Context: an optimization exercise on an open-source flow, tuned for small area. The choices shown serve that exercise and are no tape-out recipe.
The RTL was checked by simulation tests, not by an equivalence proof against the original design.
Power figures rest on the tool's default switching activity, not on a simulated workload.

==> design/flow/design.v <==
module usb2_crc5 (
input	wire	[4:0]	c,
input	wire	[10:0]	data,
output	wire	[4:0]	next_crc
);
	wire	[10:0]	d = { 	data[0], data[1], data[2], data[3], data[4],
							data[5], data[6], data[7], data[8], data[9],
							data[10] };
	wire	[4:0]	q = {
		^d[10:9] ^ ^d[6:5] ^ d[3] ^ d[0] ^ c[0] ^ ^c[4:3],
		d[10] ^ ^d[7:6] ^ d[4] ^ d[1] ^ ^c[1:0] ^ c[4],
		^d[10:7] ^ d[6] ^ ^d[3:2] ^ d[0] ^ ^c[4:0],
		^d[10:7] ^^ d[4:3] ^ d[1] ^ ^c[4:1],
		^d[10:8] ^ ^d[5:4] ^ d[2] ^ ^c[4:2]
	};
	assign	next_crc = ~q;
endmodule
module usb2_crc16 (
input	wire	[15:0]	c,
input	wire	[7:0]	data,
output	wire	[15:0]	next_crc
);
	wire	[7:0]	d = {data[0], data[1], data[2], data[3],
						data[4], data[5], data[6], data[7]};
	assign next_crc = {
		^d[7:0] ^ ^c[15:7],
		c[6],
		c[5],
		c[4],
		c[3],
		c[2],
		d[7] ^ c[1] ^ c[15],
		^d[7:6] ^ ^c[0] ^ ^c[15:14],
		^d[6:5] ^ ^c[14:13],
		^d[5:4] ^ ^c[13:12],
		^d[4:3] ^ ^c[12:11],
		^d[3:2] ^ ^c[11:10],
		^d[2:1] ^ ^c[10:9],
		^d[1:0] ^ ^c[9:8],
		^d[7:1] ^ ^c[15:9],
		^d[7:0] ^ ^c[15:8]
	};
endmodule
module usb2_packet (
input	wire			phy_clk,
input	wire			reset_n,
input	wire			in_act,
input	wire	[7:0]	in_byte,
input	wire			in_latch,
input	wire			out_cts,
input	wire			out_nxt,
output	wire	[7:0]	out_byte,
output	reg				out_latch,
output	reg				out_stp,
output	reg		[3:0]	sel_endp,
output	wire	[8:0]	buf_in_addr,
output	wire	[7:0]	buf_in_data,
output	wire			buf_in_wren,
input	wire			buf_in_ready,
output	reg				buf_in_commit,
output	reg		[9:0]	buf_in_commit_len,
input	wire			buf_in_commit_ack,
output	reg		[9:0]	buf_out_addr,
input	wire	[7:0]	buf_out_q,
input	wire	[9:0]	buf_out_len,
input	wire			buf_out_hasdata,
output	reg				buf_out_arm,
input	wire			buf_out_arm_ack,
input	wire	[1:0]	endp_mode,
output	reg				data_toggle_act,
input	wire	[1:0]	data_toggle,
input	wire	[6:0]	dev_addr,
output	reg				err_crc_pid,
output	reg				err_crc_tok,
output	reg				err_crc_pkt,
output	reg				err_pid_out_of_seq,
output	reg		[10:0]	dbg_frame_num,
output	wire	[2:0]	dbg_pkt_type
);
	reg 			reset_1, reset_2;
	reg				in_act_1;
	reg				out_nxt_1, out_nxt_2;
	wire	[3:0]	pid					= in_byte[7:4];
	wire			pid_valid 			= (pid == ~in_byte[3:0]);
	reg		[3:0]	pid_stored;
	reg		[3:0]	pid_last;
	reg		[3:0]	pid_send;
	parameter [3:0]	PID_TOKEN_OUT		= 4'hE,
					PID_TOKEN_IN		= 4'h6,
					PID_TOKEN_SOF		= 4'hA,
					PID_TOKEN_SETUP		= 4'h2,
					PID_TOKEN_PING		= 4'hB,
					PID_DATA_0			= 4'hC,
					PID_DATA_1			= 4'h4,
					PID_DATA_2			= 4'h8,
					PID_DATA_M			= 4'h0,
					PID_HAND_ACK		= 4'hD,
					PID_HAND_NAK		= 4'h5,
					PID_HAND_STALL		= 4'h1,
					PID_HAND_NYET		= 4'h9,
					PID_SPEC_PREERR		= 4'h3,
					PID_SPEC_SPLIT		= 4'h7,
					PID_SPEC_LPM		= 4'hF;
	reg		[2:0]	pkt_type;
	parameter [2:0]	PKT_TYPE_UNDEF		= 3'h0,
					PKT_TYPE_TOKEN		= 3'h1,
					PKT_TYPE_DATA		= 3'h2,
					PKT_TYPE_HAND		= 3'h3,
					PKT_TYPE_SPEC		= 3'h4;
	reg		[15:0]	packet_crc;
	parameter [1:0]	EP_MODE_CONTROL		= 2'd0,
					EP_MODE_ISOCH		= 2'd1,
					EP_MODE_BULK		= 2'd2,
					EP_MODE_INTERRUPT	= 2'd3;
	wire	[3:0]	data_pid 			= 	data_toggle == DATA_TOGGLE_1 ? PID_DATA_1 :
											data_toggle == DATA_TOGGLE_2 ? PID_DATA_2 :
											data_toggle == DATA_TOGGLE_M ? PID_DATA_M : PID_DATA_0;
	parameter [1:0]	DATA_TOGGLE_0		= 2'b00;
	parameter [1:0]	DATA_TOGGLE_1		= 2'b01;
	parameter [1:0]	DATA_TOGGLE_2		= 2'b10;
	parameter [1:0]	DATA_TOGGLE_M		= 2'b11;
	reg		[15:0]	packet_token;
	wire	[6:0]	packet_token_addr	= packet_token[14:8]  ;
	reg		[6:0]	packet_token_addr_stored;
	wire	[3:0]	packet_token_endp	= {packet_token[2:0], packet_token[15]}  ;
	wire	[4:0]	packet_token_crc5 	= packet_token[7:3];
	wire	[10:0]	packet_token_frame	= {packet_token[2:0], packet_token[15:8]};
	reg		[10:0]	dc;		 
	reg		[10:0]	bc;		 
	reg		[6:0]	local_dev_addr;
	reg		[15:0]	crc16, crc16_1, crc16_2;
	wire	[15:0]	crc16_fix = ~{crc16_2[8], crc16_2[9], crc16_2[10], crc16_2[11], 
									crc16_2[12], crc16_2[13], crc16_2[14], crc16_2[15],
									crc16_2[0], crc16_2[1], crc16_2[2], crc16_2[3], 
									crc16_2[4], crc16_2[5], crc16_2[6], crc16_2[7]}; 
	wire	[15:0]	crc16_fix_out = ~{crc16[8], crc16[9], crc16[10], crc16[11], 
									crc16[12], crc16[13], crc16[14], crc16[15],
									crc16[0], crc16[1], crc16[2], crc16[3], 
									crc16[4], crc16[5], crc16[6], crc16[7]}; 
	assign			buf_in_addr = buf_in_addr_0;
	assign			buf_in_data = buf_in_data_0;
	assign			buf_in_wren = buf_in_wren_0 && (state == ST_IN_1) && (pkt_type == PKT_TYPE_DATA);
	reg		[8:0]	buf_in_addr_2, buf_in_addr_1, buf_in_addr_0;
	reg		[7:0]	buf_in_data_1, buf_in_data_0;
	reg				buf_in_wren_1, buf_in_wren_0;
	reg				buf_in_ready_latch;
	reg				buf_out_ready_latch;
	reg				out_byte_buf;
	reg		[7:0]	out_byte_out;
	reg		[1:0]	out_byte_crc;
	wire	[7:0]	out_crc_mux = 	out_byte_crc[0] ? crc16_fix_out[15:8] : crc16_fix_out[7:0];
	assign			out_byte	= 	out_byte_crc[1] ? out_crc_mux :
									out_byte_buf ? buf_out_q : out_byte_out;
	reg		[5:0]	state;
	parameter [5:0]	ST_RST_0			= 6'd0,
					ST_RST_1			= 6'd1,
					ST_IDLE				= 6'd10,
					ST_IN_1				= 6'd21,
					ST_IN_TOK			= 6'd22,
					ST_IN_TOK_PING		= 6'd23,
					ST_PRE_EOP			= 6'd24,
					ST_WAIT_EOP			= 6'd25,
					ST_DATA_CRC			= 6'd26,
					ST_OUT_PRE_0		= 6'd38,
					ST_OUT_PRE_1		= 6'd39,
					ST_OUT_0			= 6'd40,
					ST_OUT_1			= 6'd41,
					ST_OUT_2			= 6'd42,
					ST_OUT_3			= 6'd43;
	assign dbg_pkt_type = pkt_type;
always @(posedge phy_clk) begin
	in_act_1 <= in_act;
	out_nxt_1 <= out_nxt;
	out_nxt_2 <= out_nxt_1;
	{reset_2, reset_1} <= {reset_1, reset_n};
	if(in_latch) begin
		{buf_in_addr_1, buf_in_addr_0} <= {buf_in_addr_2, buf_in_addr_1};
		{buf_in_data_1, buf_in_data_0} <= {in_byte, buf_in_data_1};
		{buf_in_wren_1, buf_in_wren_0} <= {in_latch && (bc < 512) && buf_in_ready_latch && 
											(packet_token_addr_stored == dev_addr), buf_in_wren_1};
	end
	dc <= dc + 1'b1;
	out_stp <= 0;
	buf_in_commit <= 0;
	buf_out_arm <= 0;
	data_toggle_act <= 0;
	case(state)
	ST_RST_0: begin
		bc <= 0;
		err_crc_pid <= 0;
		err_crc_tok <= 0;
		err_crc_pkt <= 0;
		err_pid_out_of_seq <= 0;
		pid_send <= 0;
		pid_stored <= 0;
		pid_last <= 0;
		local_dev_addr <= 0;
		buf_in_commit <= 0;
		buf_out_arm <= 0;
		pkt_type <= PKT_TYPE_UNDEF;
		packet_token <= 0;
		packet_token_addr_stored <= 0;
		packet_crc <= 0;
		sel_endp <= 0;
		dbg_frame_num <= 0;
		crc16 <= 0;
		crc16_1 <= 0;
		crc16_2 <= 0;
		crc5_data <= 0;
		crc16_byte_sel <= 0;
		dc <= 0;
		{buf_in_addr_2, buf_in_addr_1, buf_in_addr_0} <= 0;
		{buf_in_data_1, buf_in_data_0} <= 0;
		{buf_in_wren_1, buf_in_wren_0} <= 0;
		buf_in_ready_latch <= 0;
		buf_in_commit_len <= 0;
		buf_out_addr <= 0;
		out_byte_buf <= 0;
		out_byte_out <= 0;
		out_byte_crc <= 0;
		out_latch <= 0;
		state <= ST_RST_1;
	end
	ST_RST_1: begin
		state <= ST_IDLE;
	end
	ST_IDLE: begin
		if(in_act) begin
			if(in_latch) begin
				if(pid_valid) begin
					pid_stored <= pid;
					pid_last <= pid_stored;
					case(pid) 
					PID_TOKEN_OUT, 	
					PID_TOKEN_IN, 
					PID_TOKEN_SOF, 
					PID_TOKEN_PING,
					PID_TOKEN_SETUP: pkt_type <= PKT_TYPE_TOKEN;  
					PID_DATA_0,	
					PID_DATA_1, 
					PID_DATA_2,	
					PID_DATA_M:  	pkt_type <= PKT_TYPE_DATA; 	 
					PID_HAND_ACK, 
					PID_HAND_NAK, 
					PID_HAND_STALL, 
					PID_HAND_NYET:  pkt_type <= PKT_TYPE_HAND; 	 
					PID_SPEC_PREERR, 
					PID_SPEC_SPLIT, 
					PID_SPEC_LPM:  	pkt_type <= PKT_TYPE_SPEC; 	 
					endcase
					bc <= 0;
					crc16 <= 16'hffff;
					buf_in_addr_2 <= 0;
					state <= ST_IN_1;
					buf_in_ready_latch <= buf_in_ready;
				end else begin
					err_crc_pid <= 1;
					state <= ST_WAIT_EOP;
				end
			end
		end
	end
	ST_IN_1: begin
		crc16_byte_sel <= 0;
		if(in_latch) begin
			bc <= bc + 1'b1;
			buf_in_addr_2 <= buf_in_addr_2 + 1'b1;
			crc16 <= next_crc16;
			crc16_1 <= crc16;
			crc16_2 <= crc16_1;
			if(pkt_type == PKT_TYPE_TOKEN) begin
				case(bc)
				0: packet_token[15:8] <= in_byte;
				1: begin 
					packet_token[7:0] <= in_byte;
					crc5_data <= {in_byte[2:0], packet_token[15:8]};
					state <= ST_IN_TOK;
				end
				endcase
			end
			packet_crc <= {packet_crc[7:0], in_byte};
		end
		if(~in_act) begin
			state <= ST_IDLE;
			if(packet_token_addr_stored == local_dev_addr) begin
				if(pid_stored == PID_HAND_ACK) begin
					data_toggle_act <= 1;
					if(pid_last == PID_TOKEN_IN) begin
						buf_out_arm <= 1;
					end
				end
			end
			if(packet_token_addr == local_dev_addr) begin
				if(pid_last == PID_TOKEN_OUT && bc == 2) begin
					pid_send <= PID_HAND_ACK;
					bc <= 0;
					state <= ST_OUT_0;
					buf_in_commit <= 1;
					buf_in_commit_len <= 0;
				end else if(pid_last == PID_TOKEN_OUT || pid_last == PID_TOKEN_SETUP) begin
					state <= ST_DATA_CRC;
					buf_in_commit <= 1;
					buf_in_commit_len <= bc-10'h2;
				end
			end
		end
	end
	ST_IN_TOK: begin
		state <= ST_WAIT_EOP;
		if(packet_token_crc5 != next_crc5) begin
			err_crc_tok <= 1;
			state <= ST_PRE_EOP;
		end
		case(pid_stored)
		PID_TOKEN_SOF: begin
			dbg_frame_num <= packet_token_frame;
		end
		endcase
		if(packet_token_addr == local_dev_addr) begin
			case(pid_stored)
			PID_TOKEN_IN: begin
				local_dev_addr <= dev_addr;
				state <= ST_OUT_PRE_0;
			end
			PID_TOKEN_OUT: begin
			end
			PID_TOKEN_SETUP: begin
			end
			PID_TOKEN_PING: begin
				dc <= 0;
				state <= ST_IN_TOK_PING;
			end
			endcase
			if(pid_stored != PID_TOKEN_SOF) begin
				sel_endp <= packet_token_endp;
			end
		end
		if(pid_stored != PID_TOKEN_SOF) begin
			packet_token_addr_stored <= packet_token_addr;
		end
	end
	ST_IN_TOK_PING: begin
		if(dc == 7) begin
			pid_send <= buf_in_ready ? PID_HAND_ACK : PID_HAND_NAK;
			bc <= 0;
			state <= ST_OUT_0;
		end		
	end
	ST_PRE_EOP: begin				
		state <= ST_WAIT_EOP;
	end
	ST_WAIT_EOP: begin
		out_latch <= 0;
		if(~in_act) state <= ST_IDLE;
	end
	ST_DATA_CRC: begin
		if(packet_crc == crc16_fix) begin
			pid_send <= buf_in_ready_latch ? PID_HAND_ACK : PID_HAND_NAK;
			bc <= 0;
			state <= (endp_mode == EP_MODE_ISOCH) ? ST_WAIT_EOP : ST_OUT_0;
		end else begin
			err_crc_pkt <= 1;
			state <= ST_WAIT_EOP;
		end
	end
	ST_OUT_PRE_0: begin
		dc <= 0;
		pid_send <= data_pid;
		state <= ST_OUT_PRE_1;
	end
	ST_OUT_PRE_1: begin
		if(buf_out_hasdata) begin
			bc <= buf_out_len + 11'h2;
			state <= ST_OUT_0;
		end else begin
			if(dc == 31) begin
					pid_send <= PID_HAND_NAK;
					bc <= 0;
				state <= (endp_mode == EP_MODE_ISOCH) ? ST_WAIT_EOP : ST_OUT_0;
			end
		end
	end
	ST_OUT_0: begin
		crc16_byte_sel <= 1;
		crc16 <= 16'hffff;
		out_byte_buf <= 0;
		if(out_cts) state <= ST_OUT_1;
	end
	ST_OUT_1: begin
		out_byte_out <= {4'h4, ~pid_send};
		out_latch <= 1;
		buf_out_addr <= 0;
		state <= ST_OUT_2;
	end
	ST_OUT_2: begin
		out_latch <= 1'b0;
		if(bc > 0) begin
			out_latch <= 1;
			state <= ST_OUT_3;
		end else begin
			if(out_nxt) begin
				out_stp <= 1;
				if(endp_mode == EP_MODE_ISOCH) begin
					data_toggle_act <= 1;
					buf_out_arm <= 1;
				end
				state <= ST_WAIT_EOP;
			end
		end
	end
	ST_OUT_3: begin
		if(out_nxt) begin
			if(bc == 0) begin
				out_stp <= 1;
				state <= ST_WAIT_EOP;
				buf_out_ready_latch <= 0;
				out_byte_crc <= 2'b00;
			end else begin
				out_byte_buf <= 1;
			end
			buf_out_addr <= buf_out_addr + 1'b1;
			bc <= bc - 1'b1;
			if(buf_out_addr > 0 && bc > 1) begin
				crc16 <= next_crc16;
			end
			if(bc == 2) out_byte_crc <= 2'b11;
			if(bc == 1) out_byte_crc <= 2'b10;
		end
		if(~out_nxt & out_nxt_1 ) begin 
			out_byte_out <= buf_out_q;
			out_byte_buf <= 0;
		end
	end
	default: state <= ST_RST_0;
	endcase
	if(~reset_2) begin
		state <= ST_RST_0;
	end
end
	wire	[4:0]	next_crc5;
	reg		[10:0]	crc5_data;
usb2_crc5 ic5 (
	.c			( 5'h1F ),
	.data		( crc5_data ),
	.next_crc	( next_crc5 )
);
	wire	[15:0]	next_crc16;
	reg				crc16_byte_sel;
	wire	[7:0]	crc16_byte	= crc16_byte_sel ? out_byte : in_byte;
usb2_crc16 ic16 ( 
	.c			( crc16 ),
	.data		( crc16_byte ),
	.next_crc	( next_crc16 )
);
endmodule
==> design/flow/run.sh <==
#!/bin/bash
# synth_recipe.tcl (not shown) runs the flow's synth.tcl, then flattens the netlist and writes it again
# the make line also repeats each setting of config.mk as NAME=value (left out here)
make -C /OpenROAD-flow-scripts/flow DESIGN_CONFIG=/design/flow/config.mk WORK_HOME=/design/flow/orfs CLKGATE_MAP_FILE= SYNTH_SCRIPT=/design/flow/synth_recipe.tcl finish
==> design/flow/config.mk <==
export PLATFORM = sky130hd
export DESIGN_NAME = usb2_packet
export DESIGN_NICKNAME = usb2_packet
export VERILOG_FILES = /design/flow/design.v
export SDC_FILE = /design/flow/constraint.sdc
export NUM_CORES = 4
export LEC_CHECK = 0
export CAP_MARGIN = 20
export CORE_MARGIN = 2
export CORE_UTILIZATION = 40
export PLACE_DENSITY = 0.6
export SLEW_MARGIN = 20
==> design/flow/constraint.sdc <==
create_clock -name core_clock -period 10.0 [get_ports {phy_clk}]
set_input_delay 2.0000 -clock core_clock [delete_from_list [all_inputs] [get_ports {phy_clk}]]
set_output_delay 2.0000 -clock core_clock [all_outputs]
set_load 0.01 [all_outputs]
==> results.txt <==
flip-flops by register name (all words and copies together) (netlist names), 4 cells and up:
| signal | count |
|---|---|
| bc | 11 |
| state | 6 |
| packet_token | 16 |
| dbg_frame_num | 11 |
| out_byte_out | 8 |
| local_dev_addr | 7 |
| buf_in_data_0 | 8 |
| buf_out_addr | 10 |
| buf_in_commit_len | 10 |
| crc16_2 | 16 |
| sel_endp | 4 |
| buf_in_addr_1 | 9 |
| crc16_1 | 16 |
| crc5_data | 11 |
| packet_crc | 16 |
| buf_in_addr_2 | 9 |
| pid_stored | 4 |
| crc16 | 16 |
| dc | 11 |
| buf_in_data_1 | 8 |
| buf_in_addr_0 | 9 |
| pid_last | 4 |
| packet_token_addr_stored | 7 |
how the worst max path moves through the flow:
stage                     slack, ns  depth (start not counted)          end    startpoint
after floorplan                5.54                          4     crc16[0]    in_byte[5]
after global placement         4.40                          5  out_byte[2]  buf_out_q[2]
after detailed placement       4.42                          5  out_byte[2]  buf_out_q[2]
after CTS                      4.41                          5  out_byte[2]  buf_out_q[2]
after global routing           4.38                          4  out_byte[1]  buf_out_q[1]
final                          4.44                          4  out_byte[0]  buf_out_q[0]
power groups by stage:
| stage | combinational, W | clock (W) | sequential, W |
|---|---|---|---|
| floorplan | 0.00123 | 0 | 0.00196 |
| global placement | 0.00174 | 0 | 0.00209 |
| detailed placement | 0.00176 | 0 | 0.00209 |
| CTS | 0.00177 | 0.00104 | 0.00207 |
| global route | 0.00193 | 0.00108 | 0.00214 |
| finish | 0.00176 | 0.00102 | 0.00207 |
worst max-delay path, stage by stage:
cell	delay (ns)
clkdlybuf4s50_1	0.53
mux2i_1	0.09
mux2i_1	0.32
clkdlybuf4s50_1	0.61
cells in the mapped netlist, types with 4 or more instances:
cell type  count
a21oi_1       28
a22oi_1        5
a31oi_1        4
and2_1        94
and3_1        10
buf_1          5
buf_2          4
clkbuf_1      49
dfxtp_1       60
edfxtp_1     191
ha_1          15
inv_1         20
mux2_2         8
mux2i_1       55
nand2_1       82
nand2b_1      11
nand3_1       35
nand3b_1       6
nand4_1       13
nor2_1       135
nor2b_1        9
nor3_1        21
nor3b_1        8
nor4_1        18
o211ai_1       6
o21ai_0       35
o221ai_1       7
o22ai_1        8
o31ai_1        4
xnor2_1       76
xnor3_1        4
xor2_1        47
cell type report:
type                            instances  share of cell area
Clock inverter                         17             0.01143
Sequential cell                       251              0.4625
Inverter                               20            0.005005
Timing Repair Buffer                  135             0.08659
Clock buffer                           34             0.05022
Tap cell                              396             0.03303
Multi-Input combinational cell        803              0.3513
per-stage QoR:
step | instance area [um^2] | worst slack [ns]
6_report | 15000 | 4.441
5_1_grt | 15000 | 4.382
4_1_cts | 14990 | 4.412
3_5_place_dp | 14070 | 4.418
3_3_place_gp | 14070 | 4.398
2_1_floorplan | 12520 | 5.541
kinds of logic after synthesis:
group / after synthesis / synth area share
xor gates and xnor gates: 128 / 0.09525
DFF: 251 / 0.5541
buffers and inverters: 81 / 0.02619
adders and majority gates: 15 / 0.01499
and+or+nand+nor: 466 / 0.1899
muxes: 63 / 0.05117
other: 1 / 0.0002996
AOI/OAI and AO/OA: 130 / 0.06807
metal layers:
metal  vias to the layer above  track usage  share of wire
met1                      4194       0.2645           0.46
met2                       260       0.2865           0.46
met3                        50      0.03427          0.063
met4                         0      0.04710          0.024
met5                         -            0              0
li1                       4242            -              -
==> results.toml <==
[final_layout]
final_cells = 1656
final_cell_mix = "edfxtp_1 (191), nor2_1 (135), clkdlybuf4s50_1 (115)"
multi_input_area_um2 = 5269
layout_commonest_cell = "edfxtp_1"
diodes = 0
drive_gt1_frac = 0.06825
utilization = 0.4891
final_nets = 1301
register_area_um2 = 6937
fillers = 2794
syn2layout_area_growth_pct = 19.82

[synthesis]
synthFlopType = "edfxtp_1"
synth_top_area_share = 0.4582
synth_edf_count = 191
synth_top_area_cell = "edfxtp_1"
synth_cell_type_count = 70
avgSynthCellArea_um2 = 11.03
yosys_warnings = 1
ys_async_sr_fraction = 0
ys_seq_elements = 251
synth.area.top_cells = "edfxtp_1 (46%), dfxtp_1 (9.6%), xnor2_1 (5.3%)"
synth_fp_nets = 1197
syn_inst = 1135
synth_area_um2 = 12520
ys_seq_area_frac = 0.5541

[floorplan]
ioPinCount = 120
rows = 64
start_util = 0.4082
die-area_um2 = 32730
die_width_um = 180.9
core_um2 = 30670
die_h_um = 180.9

[clock_network]
ctsHoldBuffers = 0
cts_resized = 0
cts-root-buf = "clkbuf_16"
cts_buffer_depth = 3
clock_sinks = 251
cts_buffers = 28
clock_latency_ns = 0.56
cts_tree = "yes"
post_cts_buffers = 0
clk_pin_slew_ns = 0.06
htreeDepth = 1

[place]
io_buffers = 116
gp_congestion = 0.9024
dp_cells = 1604
dp_hpwl_um = 21020

[power]
clock_power_share = 0.210
ir_worst_vdd_mv = 0.1374
power.switching_w = 0.001726
seqPwrFrac = 0.428
p_sw_frac = 0.3561
power_frac_comb = 0.363
leakage_nw = 5.564
finalPower_w = 0.004847
p_int_w = 0.003121
power_density_nw_per_um2 = 323.2

[grt]
grt_max_degree = 71
grt_pass1_vias = 8533
antenna_found_initial = 0
grt_pass1_wl_um = 48110
grt_overflow = 0
track_usage = 0.1840

[sta]
clock.fmax_ghz = 0.1799
fin_crit_ns = 5.559
slew_headroom = 0.3009
rsz0062_at_grt = "false"
fin_crit_sh = 0.5559
worst-slew-pin-transition_ns = 1.039
holdWs_ns = 0.3458
hold_violations = 0
clock_skew_ns = 0.02550
setup_violations = 0
tns_ns = 0
drv_slew = 0

[detailed_routing]
routed_wl_um = 30030
drt_iter0_drc = 747
routedWlPerCell_um = 18.14
dr.pass1.iters = 5
drc = 0
vias = 8746
vias_per_cell = 5.281
route.antenna.remaining_nets = 0

[critical_path]
critPathKind = "in -> out"
rr_worst_depth = 6
worstPathArrival_ns = 3.56
critPathMaxFanout = 2
setup.worst_path.end_class = "output port"
required_ns = 8.00
reg2reg_slack_ns = 6.55
timing.rr.start = "state[2]"
r2r-end = "sel_endp[3]"
cp-start-kind = "input port"

[run]
cap_viol_max_count = 0

[outcome]
outcome = "timing/DRC/antenna clean"

[min_path]
worstHoldEndpoint = "reset_2"
hold_path_class = "reg -> reg"
holdPathStages = 0
hp-start = "reset_1"

[static timing again, ports no longer ideal]
How much do the figures lean on ideal ports? The routed layout below was timed once more, with nothing changed but the port constraints. Step 1 assumes that a clkbuf_16 drives the clock port and a buf_2 every other input. Step 2 moves the port delays by t, midway between the first and last clock arrival at a register: inputs arrive t later, outputs are due t later. That takes back most of the time a late clock gives input paths. Slacks: ideal / step 1 / step 2; pairs: ideal / step 1.
t (ns): 0.600
setup WS [ns]: 4.441 / 4.375 / 4.375
hold slack, ns: 0.346 / 0.346 / 0.346
worst setup path at the end: input to output
After both steps setup and hold are still met in this run. For this run, drivers alone change the setup slack by -0.066 ns; drivers and shift together by -0.066 ns.
